Background: an optimization exercise with open tools, aiming at small area and a short achievable clock period. Do not read the settings as production practice. For this run, only the layout was checked, not whether the RTL still works. No activity file was given, so power comes from the tool's default toggle rates.

## design/flow/design.v

```verilog
`timescale 1ns / 1ps
module fa(input a, b, c, output s, co);
    assign s = a ^ b ^ c;
    assign co = (a & b) | (a & c) | (b & c);
endmodule
module ha(input a, b, output s, co);
    assign s = a ^ b;
    assign co = a & b;
endmodule
module Optimized_Wallace(
    input clk, rst,
    input [15:0] A, B,
    output reg [31:0] PRODUCT
);
    reg [15:0] ra;
    reg rb15;
    reg one0;
    reg two0;
    reg neg0;
    reg one1;
    reg two1;
    reg neg1;
    reg one2;
    reg two2;
    reg neg2;
    reg one3;
    reg two3;
    reg neg3;
    reg one4;
    reg two4;
    reg neg4;
    reg one5;
    reg two5;
    reg neg5;
    reg one6;
    reg two6;
    reg neg6;
    reg one7;
    reg two7;
    reg neg7;
    reg [92:0] r2;
    reg [54:0] r3;
    reg v1, v2, v3;
    wire pp1 = ((one0 & ra[0])) ^ neg0;
    wire pp2 = ((one0 & ra[1]) | (two0 & ra[0])) ^ neg0;
    wire pp3 = ((one0 & ra[2]) | (two0 & ra[1])) ^ neg0;
    wire pp4 = ((one0 & ra[3]) | (two0 & ra[2])) ^ neg0;
    wire pp5 = ((one0 & ra[4]) | (two0 & ra[3])) ^ neg0;
    wire pp6 = ((one0 & ra[5]) | (two0 & ra[4])) ^ neg0;
    wire pp7 = ((one0 & ra[6]) | (two0 & ra[5])) ^ neg0;
    wire pp8 = ((one0 & ra[7]) | (two0 & ra[6])) ^ neg0;
    wire pp9 = ((one0 & ra[8]) | (two0 & ra[7])) ^ neg0;
    wire pp10 = ((one0 & ra[9]) | (two0 & ra[8])) ^ neg0;
    wire pp11 = ((one0 & ra[10]) | (two0 & ra[9])) ^ neg0;
    wire pp12 = ((one0 & ra[11]) | (two0 & ra[10])) ^ neg0;
    wire pp13 = ((one0 & ra[12]) | (two0 & ra[11])) ^ neg0;
    wire pp14 = ((one0 & ra[13]) | (two0 & ra[12])) ^ neg0;
    wire pp15 = ((one0 & ra[14]) | (two0 & ra[13])) ^ neg0;
    wire pp16 = ((one0 & ra[15]) | (two0 & ra[14])) ^ neg0;
    wire pp17 = ((two0 & ra[15])) ^ neg0;
    wire ns18 = ~neg0;
    wire pp19 = ((one1 & ra[0])) ^ neg1;
    wire pp20 = ((one1 & ra[1]) | (two1 & ra[0])) ^ neg1;
    wire pp21 = ((one1 & ra[2]) | (two1 & ra[1])) ^ neg1;
    wire pp22 = ((one1 & ra[3]) | (two1 & ra[2])) ^ neg1;
    wire pp23 = ((one1 & ra[4]) | (two1 & ra[3])) ^ neg1;
    wire pp24 = ((one1 & ra[5]) | (two1 & ra[4])) ^ neg1;
    wire pp25 = ((one1 & ra[6]) | (two1 & ra[5])) ^ neg1;
    wire pp26 = ((one1 & ra[7]) | (two1 & ra[6])) ^ neg1;
    wire pp27 = ((one1 & ra[8]) | (two1 & ra[7])) ^ neg1;
    wire pp28 = ((one1 & ra[9]) | (two1 & ra[8])) ^ neg1;
    wire pp29 = ((one1 & ra[10]) | (two1 & ra[9])) ^ neg1;
    wire pp30 = ((one1 & ra[11]) | (two1 & ra[10])) ^ neg1;
    wire pp31 = ((one1 & ra[12]) | (two1 & ra[11])) ^ neg1;
    wire pp32 = ((one1 & ra[13]) | (two1 & ra[12])) ^ neg1;
    wire pp33 = ((one1 & ra[14]) | (two1 & ra[13])) ^ neg1;
    wire pp34 = ((one1 & ra[15]) | (two1 & ra[14])) ^ neg1;
    wire pp35 = ((two1 & ra[15])) ^ neg1;
    wire ns36 = ~neg1;
    wire pp37 = ((one2 & ra[0])) ^ neg2;
    wire pp38 = ((one2 & ra[1]) | (two2 & ra[0])) ^ neg2;
    wire pp39 = ((one2 & ra[2]) | (two2 & ra[1])) ^ neg2;
    wire pp40 = ((one2 & ra[3]) | (two2 & ra[2])) ^ neg2;
    wire pp41 = ((one2 & ra[4]) | (two2 & ra[3])) ^ neg2;
    wire pp42 = ((one2 & ra[5]) | (two2 & ra[4])) ^ neg2;
    wire pp43 = ((one2 & ra[6]) | (two2 & ra[5])) ^ neg2;
    wire pp44 = ((one2 & ra[7]) | (two2 & ra[6])) ^ neg2;
    wire pp45 = ((one2 & ra[8]) | (two2 & ra[7])) ^ neg2;
    wire pp46 = ((one2 & ra[9]) | (two2 & ra[8])) ^ neg2;
    wire pp47 = ((one2 & ra[10]) | (two2 & ra[9])) ^ neg2;
    wire pp48 = ((one2 & ra[11]) | (two2 & ra[10])) ^ neg2;
    wire pp49 = ((one2 & ra[12]) | (two2 & ra[11])) ^ neg2;
    wire pp50 = ((one2 & ra[13]) | (two2 & ra[12])) ^ neg2;
    wire pp51 = ((one2 & ra[14]) | (two2 & ra[13])) ^ neg2;
    wire pp52 = ((one2 & ra[15]) | (two2 & ra[14])) ^ neg2;
    wire pp53 = ((two2 & ra[15])) ^ neg2;
    wire ns54 = ~neg2;
    wire pp55 = ((one3 & ra[0])) ^ neg3;
    wire pp56 = ((one3 & ra[1]) | (two3 & ra[0])) ^ neg3;
    wire pp57 = ((one3 & ra[2]) | (two3 & ra[1])) ^ neg3;
    wire pp58 = ((one3 & ra[3]) | (two3 & ra[2])) ^ neg3;
    wire pp59 = ((one3 & ra[4]) | (two3 & ra[3])) ^ neg3;
    wire pp60 = ((one3 & ra[5]) | (two3 & ra[4])) ^ neg3;
    wire pp61 = ((one3 & ra[6]) | (two3 & ra[5])) ^ neg3;
    wire pp62 = ((one3 & ra[7]) | (two3 & ra[6])) ^ neg3;
    wire pp63 = ((one3 & ra[8]) | (two3 & ra[7])) ^ neg3;
    wire pp64 = ((one3 & ra[9]) | (two3 & ra[8])) ^ neg3;
    wire pp65 = ((one3 & ra[10]) | (two3 & ra[9])) ^ neg3;
    wire pp66 = ((one3 & ra[11]) | (two3 & ra[10])) ^ neg3;
    wire pp67 = ((one3 & ra[12]) | (two3 & ra[11])) ^ neg3;
    wire pp68 = ((one3 & ra[13]) | (two3 & ra[12])) ^ neg3;
    wire pp69 = ((one3 & ra[14]) | (two3 & ra[13])) ^ neg3;
    wire pp70 = ((one3 & ra[15]) | (two3 & ra[14])) ^ neg3;
    wire pp71 = ((two3 & ra[15])) ^ neg3;
    wire ns72 = ~neg3;
    wire pp73 = ((one4 & ra[0])) ^ neg4;
    wire pp74 = ((one4 & ra[1]) | (two4 & ra[0])) ^ neg4;
    wire pp75 = ((one4 & ra[2]) | (two4 & ra[1])) ^ neg4;
    wire pp76 = ((one4 & ra[3]) | (two4 & ra[2])) ^ neg4;
    wire pp77 = ((one4 & ra[4]) | (two4 & ra[3])) ^ neg4;
    wire pp78 = ((one4 & ra[5]) | (two4 & ra[4])) ^ neg4;
    wire pp79 = ((one4 & ra[6]) | (two4 & ra[5])) ^ neg4;
    wire pp80 = ((one4 & ra[7]) | (two4 & ra[6])) ^ neg4;
    wire pp81 = ((one4 & ra[8]) | (two4 & ra[7])) ^ neg4;
    wire pp82 = ((one4 & ra[9]) | (two4 & ra[8])) ^ neg4;
    wire pp83 = ((one4 & ra[10]) | (two4 & ra[9])) ^ neg4;
    wire pp84 = ((one4 & ra[11]) | (two4 & ra[10])) ^ neg4;
    wire pp85 = ((one4 & ra[12]) | (two4 & ra[11])) ^ neg4;
    wire pp86 = ((one4 & ra[13]) | (two4 & ra[12])) ^ neg4;
    wire pp87 = ((one4 & ra[14]) | (two4 & ra[13])) ^ neg4;
    wire pp88 = ((one4 & ra[15]) | (two4 & ra[14])) ^ neg4;
    wire pp89 = ((two4 & ra[15])) ^ neg4;
    wire ns90 = ~neg4;
    wire pp91 = ((one5 & ra[0])) ^ neg5;
    wire pp92 = ((one5 & ra[1]) | (two5 & ra[0])) ^ neg5;
    wire pp93 = ((one5 & ra[2]) | (two5 & ra[1])) ^ neg5;
    wire pp94 = ((one5 & ra[3]) | (two5 & ra[2])) ^ neg5;
    wire pp95 = ((one5 & ra[4]) | (two5 & ra[3])) ^ neg5;
    wire pp96 = ((one5 & ra[5]) | (two5 & ra[4])) ^ neg5;
    wire pp97 = ((one5 & ra[6]) | (two5 & ra[5])) ^ neg5;
    wire pp98 = ((one5 & ra[7]) | (two5 & ra[6])) ^ neg5;
    wire pp99 = ((one5 & ra[8]) | (two5 & ra[7])) ^ neg5;
    wire pp100 = ((one5 & ra[9]) | (two5 & ra[8])) ^ neg5;
    wire pp101 = ((one5 & ra[10]) | (two5 & ra[9])) ^ neg5;
    wire pp102 = ((one5 & ra[11]) | (two5 & ra[10])) ^ neg5;
    wire pp103 = ((one5 & ra[12]) | (two5 & ra[11])) ^ neg5;
    wire pp104 = ((one5 & ra[13]) | (two5 & ra[12])) ^ neg5;
    wire pp105 = ((one5 & ra[14]) | (two5 & ra[13])) ^ neg5;
    wire pp106 = ((one5 & ra[15]) | (two5 & ra[14])) ^ neg5;
    wire pp107 = ((two5 & ra[15])) ^ neg5;
    wire ns108 = ~neg5;
    wire pp109 = ((one6 & ra[0])) ^ neg6;
    wire pp110 = ((one6 & ra[1]) | (two6 & ra[0])) ^ neg6;
    wire pp111 = ((one6 & ra[2]) | (two6 & ra[1])) ^ neg6;
    wire pp112 = ((one6 & ra[3]) | (two6 & ra[2])) ^ neg6;
    wire pp113 = ((one6 & ra[4]) | (two6 & ra[3])) ^ neg6;
    wire pp114 = ((one6 & ra[5]) | (two6 & ra[4])) ^ neg6;
    wire pp115 = ((one6 & ra[6]) | (two6 & ra[5])) ^ neg6;
    wire pp116 = ((one6 & ra[7]) | (two6 & ra[6])) ^ neg6;
    wire pp117 = ((one6 & ra[8]) | (two6 & ra[7])) ^ neg6;
    wire pp118 = ((one6 & ra[9]) | (two6 & ra[8])) ^ neg6;
    wire pp119 = ((one6 & ra[10]) | (two6 & ra[9])) ^ neg6;
    wire pp120 = ((one6 & ra[11]) | (two6 & ra[10])) ^ neg6;
    wire pp121 = ((one6 & ra[12]) | (two6 & ra[11])) ^ neg6;
    wire pp122 = ((one6 & ra[13]) | (two6 & ra[12])) ^ neg6;
    wire pp123 = ((one6 & ra[14]) | (two6 & ra[13])) ^ neg6;
    wire pp124 = ((one6 & ra[15]) | (two6 & ra[14])) ^ neg6;
    wire pp125 = ((two6 & ra[15])) ^ neg6;
    wire ns126 = ~neg6;
    wire pp127 = ((one7 & ra[0])) ^ neg7;
    wire pp128 = ((one7 & ra[1]) | (two7 & ra[0])) ^ neg7;
    wire pp129 = ((one7 & ra[2]) | (two7 & ra[1])) ^ neg7;
    wire pp130 = ((one7 & ra[3]) | (two7 & ra[2])) ^ neg7;
    wire pp131 = ((one7 & ra[4]) | (two7 & ra[3])) ^ neg7;
    wire pp132 = ((one7 & ra[5]) | (two7 & ra[4])) ^ neg7;
    wire pp133 = ((one7 & ra[6]) | (two7 & ra[5])) ^ neg7;
    wire pp134 = ((one7 & ra[7]) | (two7 & ra[6])) ^ neg7;
    wire pp135 = ((one7 & ra[8]) | (two7 & ra[7])) ^ neg7;
    wire pp136 = ((one7 & ra[9]) | (two7 & ra[8])) ^ neg7;
    wire pp137 = ((one7 & ra[10]) | (two7 & ra[9])) ^ neg7;
    wire pp138 = ((one7 & ra[11]) | (two7 & ra[10])) ^ neg7;
    wire pp139 = ((one7 & ra[12]) | (two7 & ra[11])) ^ neg7;
    wire pp140 = ((one7 & ra[13]) | (two7 & ra[12])) ^ neg7;
    wire pp141 = ((one7 & ra[14]) | (two7 & ra[13])) ^ neg7;
    wire pp142 = ((one7 & ra[15]) | (two7 & ra[14])) ^ neg7;
    wire pp143 = ((two7 & ra[15])) ^ neg7;
    wire ns144 = ~neg7;
    wire pp145 = rb15 & ra[0];
    wire pp146 = rb15 & ra[1];
    wire pp147 = rb15 & ra[2];
    wire pp148 = rb15 & ra[3];
    wire pp149 = rb15 & ra[4];
    wire pp150 = rb15 & ra[5];
    wire pp151 = rb15 & ra[6];
    wire pp152 = rb15 & ra[7];
    wire pp153 = rb15 & ra[8];
    wire pp154 = rb15 & ra[9];
    wire pp155 = rb15 & ra[10];
    wire pp156 = rb15 & ra[11];
    wire pp157 = rb15 & ra[12];
    wire pp158 = rb15 & ra[13];
    wire pp159 = rb15 & ra[14];
    wire pp160 = rb15 & ra[15];
    wire s161, c162;
    fa u_s161 (.a(neg1), .b(pp3), .c(pp19), .s(s161), .co(c162));
    wire s163, c164;
    fa u_s163 (.a(neg2), .b(pp5), .c(pp21), .s(s163), .co(c164));
    wire s165, c166;
    fa u_s165 (.a(pp6), .b(pp22), .c(pp38), .s(s165), .co(c166));
    wire s167, c168;
    fa u_s167 (.a(neg3), .b(pp7), .c(pp23), .s(s167), .co(c168));
    wire s169, c170;
    fa u_s169 (.a(pp8), .b(pp24), .c(pp40), .s(s169), .co(c170));
    wire s171, c172;
    fa u_s171 (.a(neg4), .b(pp9), .c(pp25), .s(s171), .co(c172));
    wire s173, c174;
    fa u_s173 (.a(pp41), .b(pp57), .c(pp73), .s(s173), .co(c174));
    wire s175, c176;
    fa u_s175 (.a(pp10), .b(pp26), .c(pp42), .s(s175), .co(c176));
    wire s177, c178;
    fa u_s177 (.a(neg5), .b(pp11), .c(pp27), .s(s177), .co(c178));
    wire s179, c180;
    fa u_s179 (.a(pp43), .b(pp59), .c(pp75), .s(s179), .co(c180));
    wire s181, c182;
    fa u_s181 (.a(pp12), .b(pp28), .c(pp44), .s(s181), .co(c182));
    wire s183, c184;
    fa u_s183 (.a(pp60), .b(pp76), .c(pp92), .s(s183), .co(c184));
    wire s185, c186;
    fa u_s185 (.a(neg6), .b(pp13), .c(pp29), .s(s185), .co(c186));
    wire s187, c188;
    fa u_s187 (.a(pp45), .b(pp61), .c(pp77), .s(s187), .co(c188));
    wire s189, c190;
    fa u_s189 (.a(pp14), .b(pp30), .c(pp46), .s(s189), .co(c190));
    wire s191, c192;
    fa u_s191 (.a(pp62), .b(pp78), .c(pp94), .s(s191), .co(c192));
    wire s193, c194;
    fa u_s193 (.a(neg7), .b(pp15), .c(pp31), .s(s193), .co(c194));
    wire s195, c196;
    fa u_s195 (.a(pp47), .b(pp63), .c(pp79), .s(s195), .co(c196));
    wire s197, c198;
    fa u_s197 (.a(pp95), .b(pp111), .c(pp127), .s(s197), .co(c198));
    wire s199, c200;
    fa u_s199 (.a(pp16), .b(pp32), .c(pp48), .s(s199), .co(c200));
    wire s201, c202;
    fa u_s201 (.a(pp64), .b(pp80), .c(pp96), .s(s201), .co(c202));
    wire s203, c204;
    ha u_s203 (.a(pp112), .b(pp128), .s(s203), .co(c204));
    wire s205, c206;
    fa u_s205 (.a(pp145), .b(pp17), .c(pp33), .s(s205), .co(c206));
    wire s207, c208;
    fa u_s207 (.a(pp49), .b(pp65), .c(pp81), .s(s207), .co(c208));
    wire s209, c210;
    fa u_s209 (.a(pp97), .b(pp113), .c(pp129), .s(s209), .co(c210));
    wire s211, c212;
    fa u_s211 (.a(neg0), .b(pp146), .c(pp34), .s(s211), .co(c212));
    wire s213, c214;
    fa u_s213 (.a(pp50), .b(pp66), .c(pp82), .s(s213), .co(c214));
    wire s215, c216;
    fa u_s215 (.a(pp98), .b(pp114), .c(pp130), .s(s215), .co(c216));
    wire s217, c218;
    fa u_s217 (.a(neg0), .b(pp147), .c(pp35), .s(s217), .co(c218));
    wire s219, c220;
    fa u_s219 (.a(pp51), .b(pp67), .c(pp83), .s(s219), .co(c220));
    wire s221, c222;
    fa u_s221 (.a(pp99), .b(pp115), .c(pp131), .s(s221), .co(c222));
    wire s223, c224;
    fa u_s223 (.a(ns18), .b(ns36), .c(pp148), .s(s223), .co(c224));
    wire s225, c226;
    fa u_s225 (.a(pp52), .b(pp68), .c(pp84), .s(s225), .co(c226));
    wire s227, c228;
    fa u_s227 (.a(pp100), .b(pp116), .c(pp132), .s(s227), .co(c228));
    wire s229 = ~(pp149 ^ pp53);
    wire c230 = pp149 | pp53;
    wire s231, c232;
    fa u_s231 (.a(pp69), .b(pp85), .c(pp101), .s(s231), .co(c232));
    wire s233, c234;
    ha u_s233 (.a(pp117), .b(pp133), .s(s233), .co(c234));
    wire s235, c236;
    fa u_s235 (.a(ns54), .b(pp150), .c(pp70), .s(s235), .co(c236));
    wire s237, c238;
    fa u_s237 (.a(pp86), .b(pp102), .c(pp118), .s(s237), .co(c238));
    wire s239 = ~(pp151 ^ pp71);
    wire c240 = pp151 | pp71;
    wire s241, c242;
    fa u_s241 (.a(pp87), .b(pp103), .c(pp119), .s(s241), .co(c242));
    wire s243, c244;
    fa u_s243 (.a(ns72), .b(pp152), .c(pp88), .s(s243), .co(c244));
    wire s245, c246;
    fa u_s245 (.a(pp104), .b(pp120), .c(pp136), .s(s245), .co(c246));
    wire s247 = ~(pp153 ^ pp89);
    wire c248 = pp153 | pp89;
    wire s249, c250;
    fa u_s249 (.a(pp105), .b(pp121), .c(pp137), .s(s249), .co(c250));
    wire s251, c252;
    fa u_s251 (.a(ns90), .b(pp154), .c(pp106), .s(s251), .co(c252));
    wire s253 = ~(pp155 ^ pp107);
    wire c254 = pp155 | pp107;
    wire s255, c256;
    fa u_s255 (.a(ns108), .b(pp156), .c(pp124), .s(s255), .co(c256));
    wire s257 = ~(pp157 ^ pp125);
    wire c258 = pp157 | pp125;
    wire s259, c260;
    fa u_s259 (.a(ns126), .b(pp158), .c(pp142), .s(s259), .co(c260));
    wire s261 = ~(pp159 ^ pp143);
    wire c262 = pp159 | pp143;
    wire s263, c264;
    fa u_s263 (.a(pp4), .b(pp20), .c(c162), .s(s263), .co(c264));
    wire s265, c266;
    fa u_s265 (.a(pp39), .b(pp55), .c(c166), .s(s265), .co(c266));
    wire s267, c268;
    fa u_s267 (.a(pp56), .b(c168), .c(s169), .s(s267), .co(c268));
    wire s269, c270;
    fa u_s269 (.a(c170), .b(s171), .c(s173), .s(s269), .co(c270));
    wire s271, c272;
    fa u_s271 (.a(pp58), .b(pp74), .c(c172), .s(s271), .co(c272));
    wire s273, c274;
    fa u_s273 (.a(pp91), .b(c176), .c(s177), .s(s273), .co(c274));
    wire s275, c276;
    fa u_s275 (.a(c178), .b(c180), .c(s181), .s(s275), .co(c276));
    wire s277, c278;
    fa u_s277 (.a(pp93), .b(pp109), .c(c182), .s(s277), .co(c278));
    wire s279, c280;
    fa u_s279 (.a(c184), .b(s185), .c(s187), .s(s279), .co(c280));
    wire s281, c282;
    fa u_s281 (.a(pp110), .b(c186), .c(c188), .s(s281), .co(c282));
    wire s283, c284;
    ha u_s283 (.a(s189), .b(s191), .s(s283), .co(c284));
    wire s285, c286;
    fa u_s285 (.a(c190), .b(c192), .c(s193), .s(s285), .co(c286));
    wire s287, c288;
    ha u_s287 (.a(s195), .b(s197), .s(s287), .co(c288));
    wire s289, c290;
    fa u_s289 (.a(s203), .b(c194), .c(c196), .s(s289), .co(c290));
    wire s291, c292;
    fa u_s291 (.a(c198), .b(s199), .c(s201), .s(s291), .co(c292));
    wire s293, c294;
    fa u_s293 (.a(c204), .b(c200), .c(c202), .s(s293), .co(c294));
    wire s295, c296;
    fa u_s295 (.a(s205), .b(s207), .c(s209), .s(s295), .co(c296));
    wire s297, c298;
    fa u_s297 (.a(c206), .b(c208), .c(c210), .s(s297), .co(c298));
    wire s299, c300;
    fa u_s299 (.a(s211), .b(s213), .c(s215), .s(s299), .co(c300));
    wire s301, c302;
    fa u_s301 (.a(c212), .b(c214), .c(c216), .s(s301), .co(c302));
    wire s303, c304;
    fa u_s303 (.a(s217), .b(s219), .c(s221), .s(s303), .co(c304));
    wire s305, c306;
    fa u_s305 (.a(s223), .b(c218), .c(c220), .s(s305), .co(c306));
    wire s307, c308;
    fa u_s307 (.a(c222), .b(s225), .c(s227), .s(s307), .co(c308));
    wire s309, c310;
    fa u_s309 (.a(c224), .b(s229), .c(s233), .s(s309), .co(c310));
    wire s311, c312;
    fa u_s311 (.a(c226), .b(c228), .c(s231), .s(s311), .co(c312));
    wire s313, c314;
    fa u_s313 (.a(pp134), .b(c234), .c(c230), .s(s313), .co(c314));
    wire s315, c316;
    fa u_s315 (.a(c232), .b(s235), .c(s237), .s(s315), .co(c316));
    wire s317, c318;
    fa u_s317 (.a(pp135), .b(s239), .c(c236), .s(s317), .co(c318));
    wire s319, c320;
    ha u_s319 (.a(c238), .b(s241), .s(s319), .co(c320));
    wire s321, c322;
    fa u_s321 (.a(c240), .b(c242), .c(s243), .s(s321), .co(c322));
    wire s323, c324;
    fa u_s323 (.a(s247), .b(c244), .c(c246), .s(s323), .co(c324));
    wire s325, c326;
    fa u_s325 (.a(pp122), .b(pp138), .c(c248), .s(s325), .co(c326));
    wire s327, c328;
    fa u_s327 (.a(pp123), .b(pp139), .c(s253), .s(s327), .co(c328));
    wire s329, c330;
    fa u_s329 (.a(pp140), .b(c254), .c(s255), .s(s329), .co(c330));
    wire s331, c332;
    fa u_s331 (.a(pp141), .b(s257), .c(c256), .s(s331), .co(c332));
    wire s333, c334;
    fa u_s333 (.a(ns144), .b(pp160), .c(c262), .s(s333), .co(c334));
    wire s335, c336;
    fa u_s335 (.a(r2[5]), .b(r2[6]), .c(r2[7]), .s(s335), .co(c336));
    wire s337, c338;
    fa u_s337 (.a(r2[16]), .b(r2[17]), .c(r2[18]), .s(s337), .co(c338));
    wire s339, c340;
    fa u_s339 (.a(r2[20]), .b(r2[21]), .c(r2[22]), .s(s339), .co(c340));
    wire s341, c342;
    fa u_s341 (.a(r2[23]), .b(r2[24]), .c(r2[25]), .s(s341), .co(c342));
    wire s343, c344;
    fa u_s343 (.a(r2[26]), .b(r2[27]), .c(r2[28]), .s(s343), .co(c344));
    wire s345, c346;
    fa u_s345 (.a(r2[29]), .b(r2[30]), .c(r2[31]), .s(s345), .co(c346));
    wire s347, c348;
    fa u_s347 (.a(r2[33]), .b(r2[34]), .c(r2[35]), .s(s347), .co(c348));
    wire s349, c350;
    fa u_s349 (.a(r2[37]), .b(r2[38]), .c(r2[39]), .s(s349), .co(c350));
    wire s351, c352;
    fa u_s351 (.a(r2[41]), .b(r2[42]), .c(r2[43]), .s(s351), .co(c352));
    wire s353, c354;
    fa u_s353 (.a(r2[45]), .b(r2[46]), .c(r2[47]), .s(s353), .co(c354));
    wire s355, c356;
    fa u_s355 (.a(r2[49]), .b(r2[50]), .c(r2[51]), .s(s355), .co(c356));
    wire s357, c358;
    fa u_s357 (.a(r2[53]), .b(r2[54]), .c(r2[55]), .s(s357), .co(c358));
    wire s359, c360;
    fa u_s359 (.a(r2[57]), .b(r2[58]), .c(r2[59]), .s(s359), .co(c360));
    wire s361, c362;
    fa u_s361 (.a(r2[61]), .b(r2[62]), .c(r2[63]), .s(s361), .co(c362));
    wire s363, c364;
    fa u_s363 (.a(r2[65]), .b(r2[66]), .c(r2[67]), .s(s363), .co(c364));
    wire s365, c366;
    fa u_s365 (.a(r2[69]), .b(r2[70]), .c(r2[71]), .s(s365), .co(c366));
    wire s367, c368;
    fa u_s367 (.a(r2[73]), .b(r2[74]), .c(r2[75]), .s(s367), .co(c368));
    wire s369, c370;
    fa u_s369 (.a(r2[76]), .b(r2[77]), .c(r2[78]), .s(s369), .co(c370));
    wire s371, c372;
    fa u_s371 (.a(r2[80]), .b(r2[81]), .c(r2[82]), .s(s371), .co(c372));
    wire s373, c374;
    fa u_s373 (.a(r2[87]), .b(r2[88]), .c(r2[89]), .s(s373), .co(c374));
    wire s375, c376;
    fa u_s375 (.a(r2[8]), .b(r2[9]), .c(c336), .s(s375), .co(c376));
    wire s377, c378;
    ha u_s377 (.a(r2[10]), .b(r2[11]), .s(s377), .co(c378));
    wire s379, c380;
    ha u_s379 (.a(r2[12]), .b(r2[13]), .s(s379), .co(c380));
    wire s381, c382;
    ha u_s381 (.a(r2[14]), .b(r2[15]), .s(s381), .co(c382));
    wire s383, c384;
    ha u_s383 (.a(r2[19]), .b(s337), .s(s383), .co(c384));
    wire s385, c386;
    ha u_s385 (.a(c338), .b(s339), .s(s385), .co(c386));
    wire s387, c388;
    ha u_s387 (.a(c340), .b(s341), .s(s387), .co(c388));
    wire s389, c390;
    ha u_s389 (.a(c342), .b(s343), .s(s389), .co(c390));
    wire s391, c392;
    fa u_s391 (.a(r2[32]), .b(c344), .c(s345), .s(s391), .co(c392));
    wire s393, c394;
    fa u_s393 (.a(r2[36]), .b(c346), .c(s347), .s(s393), .co(c394));
    wire s395, c396;
    fa u_s395 (.a(r2[40]), .b(c348), .c(s349), .s(s395), .co(c396));
    wire s397, c398;
    fa u_s397 (.a(r2[44]), .b(c350), .c(s351), .s(s397), .co(c398));
    wire s399, c400;
    fa u_s399 (.a(r2[48]), .b(c352), .c(s353), .s(s399), .co(c400));
    wire s401, c402;
    fa u_s401 (.a(r2[52]), .b(c354), .c(s355), .s(s401), .co(c402));
    wire s403, c404;
    fa u_s403 (.a(r2[56]), .b(c356), .c(s357), .s(s403), .co(c404));
    wire s405, c406;
    fa u_s405 (.a(r2[60]), .b(c358), .c(s359), .s(s405), .co(c406));
    wire s407, c408;
    fa u_s407 (.a(r2[64]), .b(c360), .c(s361), .s(s407), .co(c408));
    wire s409, c410;
    fa u_s409 (.a(r2[68]), .b(c362), .c(s363), .s(s409), .co(c410));
    wire s411, c412;
    fa u_s411 (.a(r2[72]), .b(c364), .c(s365), .s(s411), .co(c412));
    wire s413, c414;
    ha u_s413 (.a(c366), .b(s367), .s(s413), .co(c414));
    wire s415, c416;
    fa u_s415 (.a(r2[79]), .b(c368), .c(s369), .s(s415), .co(c416));
    wire s417, c418;
    ha u_s417 (.a(c370), .b(s371), .s(s417), .co(c418));
    wire s419, c420;
    fa u_s419 (.a(r2[83]), .b(r2[84]), .c(c372), .s(s419), .co(c420));
    wire s421, c422;
    ha u_s421 (.a(r2[85]), .b(r2[86]), .s(s421), .co(c422));
    wire s423, c424;
    fa u_s423 (.a(r2[90]), .b(r2[91]), .c(c374), .s(s423), .co(c424));
    wire g425, p426;
    ha u_p426 (.a(r2[0]), .b(r2[1]), .s(p426), .co(g425));
    wire g427, p428;
    ha u_p428 (.a(c376), .b(s377), .s(p428), .co(g427));
    wire g429, p430;
    ha u_p430 (.a(c378), .b(s379), .s(p430), .co(g429));
    wire g431, p432;
    ha u_p432 (.a(c380), .b(s381), .s(p432), .co(g431));
    wire g433, p434;
    ha u_p434 (.a(c382), .b(s383), .s(p434), .co(g433));
    wire g435, p436;
    ha u_p436 (.a(c384), .b(s385), .s(p436), .co(g435));
    wire g437, p438;
    ha u_p438 (.a(c386), .b(s387), .s(p438), .co(g437));
    wire g439, p440;
    ha u_p440 (.a(c388), .b(s389), .s(p440), .co(g439));
    wire g441, p442;
    ha u_p442 (.a(c390), .b(s391), .s(p442), .co(g441));
    wire g443, p444;
    ha u_p444 (.a(c392), .b(s393), .s(p444), .co(g443));
    wire g445, p446;
    ha u_p446 (.a(c394), .b(s395), .s(p446), .co(g445));
    wire g447, p448;
    ha u_p448 (.a(c396), .b(s397), .s(p448), .co(g447));
    wire g449, p450;
    ha u_p450 (.a(c398), .b(s399), .s(p450), .co(g449));
    wire g451, p452;
    ha u_p452 (.a(c400), .b(s401), .s(p452), .co(g451));
    wire g453, p454;
    ha u_p454 (.a(c402), .b(s403), .s(p454), .co(g453));
    wire g455, p456;
    ha u_p456 (.a(c404), .b(s405), .s(p456), .co(g455));
    wire g457, p458;
    ha u_p458 (.a(c406), .b(s407), .s(p458), .co(g457));
    wire g459, p460;
    ha u_p460 (.a(c408), .b(s409), .s(p460), .co(g459));
    wire g461, p462;
    ha u_p462 (.a(c410), .b(s411), .s(p462), .co(g461));
    wire g463, p464;
    ha u_p464 (.a(c412), .b(s413), .s(p464), .co(g463));
    wire g465, p466;
    ha u_p466 (.a(c414), .b(s415), .s(p466), .co(g465));
    wire g467, p468;
    ha u_p468 (.a(c416), .b(s417), .s(p468), .co(g467));
    wire g469, p470;
    ha u_p470 (.a(c418), .b(s419), .s(p470), .co(g469));
    wire g471, p472;
    ha u_p472 (.a(c420), .b(s421), .s(p472), .co(g471));
    wire g473, p474;
    ha u_p474 (.a(c422), .b(s373), .s(p474), .co(g473));
    wire g475, p476;
    ha u_p476 (.a(c424), .b(r2[92]), .s(p476), .co(g475));
    wire t477 = p426 | g425;
    wire t478 = p428 | g427;
    wire t479 = p430 | g429;
    wire t480 = p432 | g431;
    wire t481 = p434 | g433;
    wire G482 = 1'b0 | (r2[2] & g425);
    wire P483 = r2[2] & t477;
    wire G484 = 1'b0 | (r2[4] & 1'b0);
    wire P485 = r2[4] & r2[3];
    wire G486 = 1'b0 | (s375 & 1'b0);
    wire P487 = s375 & s335;
    wire G488 = g429 | (t479 & g427);
    wire P489 = t479 & t478;
    wire G490 = g433 | (t481 & g431);
    wire P491 = t481 & t480;
    wire G492 = 1'b0 | (r2[3] & G482);
    wire P493 = r2[3] & P483;
    wire G494 = G484 | (P485 & G482);
    wire P495 = P485 & P483;
    wire G496 = g427 | (t478 & G486);
    wire P497 = t478 & P487;
    wire G498 = G488 | (P489 & G486);
    wire P499 = P489 & P487;
    wire G500 = 1'b0 | (s335 & G494);
    wire P501 = s335 & P495;
    wire G502 = G486 | (P487 & G494);
    wire P503 = P487 & P495;
    wire G504 = G496 | (P497 & G494);
    wire P505 = P497 & P495;
    wire G506 = G498 | (P499 & G494);
    wire P507 = P499 & P495;
    wire G508 = g431 | (t480 & G506);
    wire P509 = t480 & P507;
    wire G510 = G490 | (P491 & G506);
    wire P511 = P491 & P507;
    wire sum512 = p426;
    wire sum513 = r2[2] ^ g425;
    wire sum514 = r2[3] ^ G482;
    wire sum515 = r2[4] ^ G492;
    wire sum516 = s335 ^ G494;
    wire sum517 = s375 ^ G500;
    wire sum518 = p428 ^ G502;
    wire sum519 = p430 ^ G504;
    wire sum520 = p432 ^ G506;
    wire sum521 = p434 ^ G508;
    wire t522 = r3[11] | r3[12];
    wire t523 = r3[13] | r3[14];
    wire t524 = r3[15] | r3[16];
    wire t525 = r3[17] | r3[18];
    wire t526 = r3[19] | r3[20];
    wire t527 = r3[21] | r3[22];
    wire t528 = r3[23] | r3[24];
    wire t529 = r3[25] | r3[26];
    wire t530 = r3[27] | r3[28];
    wire t531 = r3[29] | r3[30];
    wire t532 = r3[31] | r3[32];
    wire t533 = r3[33] | r3[34];
    wire t534 = r3[35] | r3[36];
    wire t535 = r3[37] | r3[38];
    wire t536 = r3[39] | r3[40];
    wire t537 = r3[41] | r3[42];
    wire t538 = r3[43] | r3[44];
    wire t539 = r3[45] | r3[46];
    wire t540 = r3[47] | r3[48];
    wire t541 = r3[49] | r3[50];
    wire t542 = r3[51] | r3[52];
    wire t543 = r3[53] | r3[54];
    wire g544 = r3[12] | (r3[11] & r3[10]);
    wire G545 = r3[14] | (t523 & g544);
    wire P546 = t523 & t522;
    wire G547 = r3[18] | (t525 & r3[16]);
    wire P548 = t525 & t524;
    wire G549 = r3[22] | (t527 & r3[20]);
    wire P550 = t527 & t526;
    wire G551 = r3[26] | (t529 & r3[24]);
    wire P552 = t529 & t528;
    wire G553 = r3[30] | (t531 & r3[28]);
    wire P554 = t531 & t530;
    wire G555 = r3[34] | (t533 & r3[32]);
    wire P556 = t533 & t532;
    wire G557 = r3[38] | (t535 & r3[36]);
    wire P558 = t535 & t534;
    wire G559 = r3[42] | (t537 & r3[40]);
    wire P560 = t537 & t536;
    wire G561 = r3[46] | (t539 & r3[44]);
    wire P562 = t539 & t538;
    wire G563 = r3[50] | (t541 & r3[48]);
    wire P564 = t541 & t540;
    wire G565 = r3[54] | (t543 & r3[52]);
    wire P566 = t543 & t542;
    wire G567 = G547 | (P548 & G545);
    wire P568 = P548 & P546;
    wire G569 = G551 | (P552 & G549);
    wire P570 = P552 & P550;
    wire G571 = G555 | (P556 & G553);
    wire P572 = P556 & P554;
    wire G573 = G559 | (P560 & G557);
    wire P574 = P560 & P558;
    wire G575 = G563 | (P564 & G561);
    wire P576 = P564 & P562;
    wire G577 = G569 | (P570 & G567);
    wire P578 = P570 & P568;
    wire G579 = G573 | (P574 & G571);
    wire P580 = P574 & P572;
    wire G581 = G579 | (P580 & G577);
    wire P582 = P580 & P578;
    wire G583 = G571 | (P572 & G577);
    wire P584 = P572 & P578;
    wire G585 = G575 | (P576 & G581);
    wire P586 = P576 & P582;
    wire G587 = G549 | (P550 & G567);
    wire P588 = P550 & P568;
    wire G589 = G553 | (P554 & G577);
    wire P590 = P554 & P578;
    wire G591 = G557 | (P558 & G583);
    wire P592 = P558 & P584;
    wire G593 = G561 | (P562 & G581);
    wire P594 = P562 & P582;
    wire G595 = G565 | (P566 & G585);
    wire P596 = P566 & P586;
    wire G597 = r3[16] | (t524 & G545);
    wire P598 = t524 & P546;
    wire G599 = r3[20] | (t526 & G567);
    wire P600 = t526 & P568;
    wire G601 = r3[24] | (t528 & G587);
    wire P602 = t528 & P588;
    wire G603 = r3[28] | (t530 & G577);
    wire P604 = t530 & P578;
    wire G605 = r3[32] | (t532 & G589);
    wire P606 = t532 & P590;
    wire G607 = r3[36] | (t534 & G583);
    wire P608 = t534 & P584;
    wire G609 = r3[40] | (t536 & G591);
    wire P610 = t536 & P592;
    wire G611 = r3[44] | (t538 & G581);
    wire P612 = t538 & P582;
    wire G613 = r3[48] | (t540 & G593);
    wire P614 = t540 & P594;
    wire G615 = r3[52] | (t542 & G585);
    wire P616 = t542 & P586;
    wire sum617 = r3[11] ^ r3[10];
    wire sum618 = r3[13] ^ g544;
    wire sum619 = r3[15] ^ G545;
    wire sum620 = r3[17] ^ G597;
    wire sum621 = r3[19] ^ G567;
    wire sum622 = r3[21] ^ G599;
    wire sum623 = r3[23] ^ G587;
    wire sum624 = r3[25] ^ G601;
    wire sum625 = r3[27] ^ G577;
    wire sum626 = r3[29] ^ G603;
    wire sum627 = r3[31] ^ G589;
    wire sum628 = r3[33] ^ G605;
    wire sum629 = r3[35] ^ G583;
    wire sum630 = r3[37] ^ G607;
    wire sum631 = r3[39] ^ G591;
    wire sum632 = r3[41] ^ G609;
    wire sum633 = r3[43] ^ G581;
    wire sum634 = r3[45] ^ G611;
    wire sum635 = r3[47] ^ G593;
    wire sum636 = r3[49] ^ G613;
    wire sum637 = r3[51] ^ G585;
    wire sum638 = r3[53] ^ G615;
    wire [31:0] sum = {sum638, sum637, sum636, sum635, sum634, sum633, sum632, sum631, sum630, sum629, sum628, sum627, sum626, sum625, sum624, sum623, sum622, sum621, sum620, sum619, sum618, sum617, r3[9], r3[8], r3[7], r3[6], r3[5], r3[4], r3[3], r3[2], r3[1], r3[0]};
    always @(posedge clk or posedge rst) begin
        if (rst) begin
            v1 <= 1'b0; v2 <= 1'b0; v3 <= 1'b0;
            PRODUCT <= 32'd0;
        end else begin
            v1 <= 1'b1; v2 <= v1; v3 <= v2;
            PRODUCT <= sum & {32{v3}};
        end
    end
    always @(posedge clk) begin
        ra <= A;
        rb15 <= B[15];
        one0 <= B[0] ^ 1'b0;
        two0 <= (B[1] & ~B[0] & ~1'b0) | (~B[1] & B[0] & 1'b0);
        neg0 <= B[1] & ~(B[0] & 1'b0);
        one1 <= B[2] ^ B[1];
        two1 <= (B[3] & ~B[2] & ~B[1]) | (~B[3] & B[2] & B[1]);
        neg1 <= B[3] & ~(B[2] & B[1]);
        one2 <= B[4] ^ B[3];
        two2 <= (B[5] & ~B[4] & ~B[3]) | (~B[5] & B[4] & B[3]);
        neg2 <= B[5] & ~(B[4] & B[3]);
        one3 <= B[6] ^ B[5];
        two3 <= (B[7] & ~B[6] & ~B[5]) | (~B[7] & B[6] & B[5]);
        neg3 <= B[7] & ~(B[6] & B[5]);
        one4 <= B[8] ^ B[7];
        two4 <= (B[9] & ~B[8] & ~B[7]) | (~B[9] & B[8] & B[7]);
        neg4 <= B[9] & ~(B[8] & B[7]);
        one5 <= B[10] ^ B[9];
        two5 <= (B[11] & ~B[10] & ~B[9]) | (~B[11] & B[10] & B[9]);
        neg5 <= B[11] & ~(B[10] & B[9]);
        one6 <= B[12] ^ B[11];
        two6 <= (B[13] & ~B[12] & ~B[11]) | (~B[13] & B[12] & B[11]);
        neg6 <= B[13] & ~(B[12] & B[11]);
        one7 <= B[14] ^ B[13];
        two7 <= (B[15] & ~B[14] & ~B[13]) | (~B[15] & B[14] & B[13]);
        neg7 <= B[15] & ~(B[14] & B[13]);
        r2 <= {s333, c260, s261, s259, c258, c332, s331, c330, s329, c328, c252, s327, c326, s251, c250, s325, c324, s249, s323, c322, s245, s321, c320, c318, s319, s317, c316, c314, s315, s313, c312, c310, s311, s309, c308, c306, s307, s305, c304, c302, s303, s301, c300, c298, s299, s297, c296, c294, s295, s293, c292, c290, s291, s289, c288, c286, s287, s285, c284, c282, s283, s281, c280, c278, s279, s277, c276, s183, s275, c274, s179, s273, c272, s175, c174, s271, c270, s269, c268, s267, c266, s167, s265, s165, c164, s163, pp37, c264, s263, s161, pp2, pp1, neg0};
        r3 <= {g475, p476, 1'b0, s423, g473, p474, g471, p472, g469, p470, g467, p468, g465, p466, g463, p464, g461, p462, g459, p460, g457, p458, g455, p456, g453, p454, g451, p452, g449, p450, g447, p448, g445, p446, g443, p444, g441, p442, g439, p440, g437, p438, g435, p436, G510, sum521, sum520, sum519, sum518, sum517, sum516, sum515, sum514, sum513, sum512};
    end
endmodule
```

## design/flow/flow/run.sh

```bash
#!/bin/bash
# The standard layout (the standard.sh: ORFS synthesis through finish),
# with the port buffers made of sky130_fd_sc_hd__buf_1 instead of the
# resizer's default pick.  Every tool's output goes to a log in this folder
# (make's own output to flow_make.log, ORFS's per-step logs under orfs/logs).
set -euo pipefail
export BUFFER_PORTS_ARGS="-buffer_cell sky130_fd_sc_hd__buf_1"
bash standard.sh finish > flow_make.log 2>&1
```

## design/flow/standard.sh

```bash
#!/bin/bash
# synth_recipe.tcl (not shown) runs the flow's synth.tcl, then flattens the netlist and writes it again
# the make line also repeats each setting of config.mk as NAME=value (left out here)
make -C /OpenROAD-flow-scripts/flow DESIGN_CONFIG=/design/flow/config.mk WORK_HOME=/design/flow/orfs CLKGATE_MAP_FILE= SYNTH_SCRIPT=/design/flow/synth_recipe.tcl "${@:-finish}"
```

## design/flow/config.mk

```make
export PLATFORM = sky130hd
export DESIGN_NAME = Optimized_Wallace
export DESIGN_NICKNAME = Optimized_Wallace
export VERILOG_FILES = /design/flow/design.v
export SDC_FILE = /design/flow/constraint.sdc
export NUM_CORES = 4
export LEC_CHECK = 0
export CAP_MARGIN = 20
export CORE_MARGIN = 2
export CORE_UTILIZATION = 60
export CTS_BUF_LIST = sky130_fd_sc_hd__clkbuf_16
export CTS_CLUSTER_DIAMETER = 100
export CTS_CLUSTER_SIZE = 25
export SETUP_SLACK_MARGIN = 1.4
export SLEW_MARGIN = 20
export SYNTH_HIERARCHICAL = 1
export SYNTH_MINIMUM_KEEP_SIZE = 0
export TNS_END_PERCENT = 0
```

## design/flow/constraint.sdc

```tcl
create_clock -name core_clock -period 3.0 [get_ports {clk}]
set_input_delay 0.6000 -clock core_clock [delete_from_list [all_inputs] [get_ports {clk}]]
set_output_delay 0.6000 -clock core_clock [all_outputs]
set_load 0.01 [all_outputs]
```

==> flow_metrics.env <==
export IMPL_final_area_sq_um=12200
export IMPL_wire_per_inst_microns=20.0
export IMPL_drt_total_wl_mm=24.3
export IMPL_syn_nets=1152
export IMPL_clockBufferDepth=3
export IMPL_syn_area_sq_um=11200
export IMPL_max_vdd_ir_drop_mv=0.384
export IMPL_pin_count=66
export IMPL_end_kind="register"
export IMPL_clk_pin_slew_ns=0.11
export IMPL_finalCritPeriodShare=0.705
export IMPL_slew_headroom=0.569
export IMPL_p_leak_nw=4.92
export IMPL_dr_max_layer_used="met4"
export IMPL_startpoint_type="register"
export IMPL_maxSlewViolCount=0
export IMPL_rsz0062_at_grt="true"
export IMPL_finalHoldViolCount=0
export IMPL_grt_pass1_wl_mm=39.5
export IMPL_synthArstFlopShare=0.158
export IMPL_antenna_found_initial=0
export IMPL_filler_cell_count=1424
export IMPL_grt_max_degree=36
export IMPL_fmax_mhz=473
export IMPL_row_count=50
export IMPL_port_buffers=65
export IMPL_setup_viol=0
export IMPL_max_cap_violations=0
export IMPL_die_y_microns=141
export IMPL_crit_start="ra[10]$_DFF_P_"
export IMPL_wl_met1_mm=11.3
export IMPL_critPathMaxFanout=15
export IMPL_yosys_cell_count_top_type="dfxtp_1"
export IMPL_synth_area_per_cell_sq_um=11.9
export IMPL_cts_root_buffer="clkbuf_16"
export IMPL_floorplan_initialDensity=0.607
export IMPL_first_global_vias=7252
export IMPL_final_cells=1217
export IMPL_remaining_drc_errors=0
export IMPL_ant_nets=0
export IMPL_yosysSeqAreaShare=0.411
export IMPL_r2r_end="r2[21]$_DFF_P_"
export IMPL_viasPerCell=5.78
export IMPL_post_dp_cell_area_sq_um=11800
export IMPL_r2r_setup_slack_ns=0.89
export IMPL_die_w_microns=141
export IMPL_drive_gt1_frac=0.0957
export IMPL_synth_edf_count=0
export IMPL_routabilityCongestion=0.888
export IMPL_reg2reg_depth=4
export IMPL_ys_ff_latch=222
export IMPL_wl_met2_mm=10.7
export IMPL_vias=7038
export IMPL_power_total_mw=11.3
export IMPL_grt_overflow_total=0
export IMPL_dr_wl_met3_mm=1.98
export IMPL_skew_ns=0.0294
export IMPL_clock_latency_ns=0.49
export IMPL_synth_top_area_cell="dfxtp_1"
export IMPL_yosys_top_cells_count="dfxtp_1, xnor2_1, a22oi_1, fa_1, clkbuf_1"
export IMPL_syn_inst=948
export IMPL_htree_levels=1
export IMPL_ctsHoldBuffers=0
export IMPL_fin_setup_tns_ns=0
export IMPL_worst_pin_slew_ns=0.646
export IMPL_fin_crit_ns=2.11
export IMPL_track_usage=0.253
export IMPL_synth_area_leaders="dfxtp_1, fa_1, xnor2_1"
export IMPL_synth_cell_types=46
export IMPL_numCtsBuffers=12
export IMPL_power_density_nw_per_um2=930
export IMPL_first_iter_violations=561
export IMPL_min_path_type="in2async"
export IMPL_cts_tree="yes"
export IMPL_cts_sinks=222
export IMPL_status="timing/DRC/antenna clean"
export IMPL_dp_hpwl_mm=17.1
export IMPL_dieArea_sq_um=19800
export IMPL_required_ns=3.36
export IMPL_cp_arrival_ns=2.47
export IMPL_endpoint="r2[21]$_DFF_P_"
export IMPL_core_area_sq_um=18500
export IMPL_synth_flop_cell="dfxtp_1"
export IMPL_reg2reg_from="ra[10]$_DFF_P_"
export IMPL_drt_pass1_iter_count=6
export IMPL_synth_warnings=7
export IMPL_yosysTopAreaCellShare=0.333
export IMPL_nets=1182
export IMPL_crit_type="reg2reg"
export IMPL_syn2layout_area_growth_pct=8.46
export IMPL_dp_cells=1196
-- flip-flops by register name, summed over array words and instances (netlist names), 16 cells and up --
name,count
r2,93
r3,53
PRODUCT,32
ra,16
-- routing by layer --
| layer | track usage | up-vias |
|---|---|---|
| met4 | 0.0579 | 0 |
| met2 | 0.399 | 350 |
| li1 | - | 3210 |
| met3 | 0.0353 | 34 |
| met5 | 0 | - |
| met1 | 0.375 | 3444 |
-- power breakdown --
| group | leakage [nW] | switching [mW] | internal [mW] |
|---|---|---|---|
| logic | 2.71 | 2.43 | 2.32 |
| clock network | 0.185 | 0.933 | 0.787 |
| registers | 2.02 | 0.754 | 4.12 |
| total | 4.92 | 4.11 | 7.23 |
-- modules after synthesis (local to each module, per instance) --
module	cells inside	copies in the design
Optimized_Wallace	796	1
fa	1	111
ha	1	41
-- timing repair --
| item | CTS | global route |
|---|---|---|
| endpoints found under the setup margin | 129 | 143 |
| setup buffers | 2 | 0 |
| gates resized for setup | 40 | 0 |
| pin swaps | 6 | 0 |
-- kinds of logic (layout without fill, tap and decap cells) --
family,Yosys count,in the layout,share of synthesized area
buf+inv,112,146,0.0374
compound gates,177,177,0.114
mux,4,4,0.00356
other cells,1,2,0.000334
simple gates,110,110,0.0523
xor+xnor,152,152,0.118
fa+ha+maj,170,170,0.263
flops,222,222,0.411
-- critical path, stage by stage (launching register included) --
cell     delay (ns)
dfxtp_2        0.57
a22oi_1        0.17
xnor2_1        0.25
fa_1           0.52
fa_1           0.46
-- cell usage in the layout (no fill, tap or decap), types with 17 or more instances in the layout --
| cell | Yosys | routed |
|---|---|---|
| buf_1 | 2 | 65 |
| inv_1 | 28 | 32 |
| dfxtp_2 | 0 | 24 |
| and2_1 | 23 | 23 |
| nand2_1 | 31 | 31 |
| ha_1 | 59 | 57 |
| dfrtp_1 | 35 | 35 |
| fa_1 | 111 | 109 |
| dfxtp_1 | 187 | 157 |
| buf_4 | 0 | 35 |
| a22oi_1 | 120 | 120 |
| xnor2_1 | 148 | 147 |
| o21ai_0 | 20 | 17 |
-- worst min-delay path by stage --
stage | startpoint | end | slack (ns) | cells past startpoint
floorplan | v1$_DFF_PP0_ | v2$_DFF_PP0_ | 0.33 | 0
global placement | v1$_DFF_PP0_ | v2$_DFF_PP0_ | 0.34 | 0
detailed placement | v2$_DFF_PP0_ | v3$_DFF_PP0_ | 0.34 | 0
finish | rst | PRODUCT[30]$_DFF_PP0_ | 0.18 | 3
global route | A[9] | ra[9]$_DFF_P_ | 0.17 | 1
CTS | rst | PRODUCT[10]$_DFF_PP0_ | 0.18 | 3
-- metrics by stage --
| stage | setup WS [ns] | hold slack (ns) | util |
|---|---|---|---|
| detailed placement | 0.619 | 0.342 | 0.635 |
| finish | 0.885 | 0.177 | 0.658 |
| global placement | 0.596 | 0.339 | 0.635 |
| CTS | 0.898 | 0.176 | 0.658 |
| floorplan | 0.984 | 0.331 | - |
| global route | 0.790 | 0.170 | 0.658 |
-- layout make-up --
| class | instances | area, sq um | share of cell area |
|---|---|---|---|
| clock inverter | 5 | 20.0 | 0.00164 |
| tap | 234 | 293 | 0.0240 |
| inverter | 28 | 105 | 0.00862 |
| multi-input combinational | 614 | 6270 | 0.514 |
| timing repair buffer | 100 | 507 | 0.0416 |
| clock buffer | 13 | 325 | 0.0267 |
| antenna | 1 | 2.50 | 0.000205 |
| sequential | 222 | 4670 | 0.383 |

afterwards: timing with drivers on the ports:
No port has a modelled driver above. Below, the same layout with a new extraction and two added sets of constraints.
Step 1 sets driving cells, clkbuf_16 on the clock port and buf_2 on the other inputs (assumed; they add their load-dependent delay and slew).
Step 2 times the ports against the registers' clock, not the clock port: input delays grow and output delays shrink by t, the midpoint of the rising clock arrivals with the driver on.
Three values: no drivers, after step 1, after step 2; two values: the first two.
shift t [ns]: 0.522
setup slack, ns: 0.885 / 0.885 / 0.885
hold WS [ns]: 0.177 / 0.150 / 0.365
clock arrival spread, ns: 0.029 / 0.029
cell pins on the clock port's net: 1
After both steps this run still meets setup and hold. The setup slack of this run moves by 0.000 ns with the drivers and by 0.000 ns with both steps.
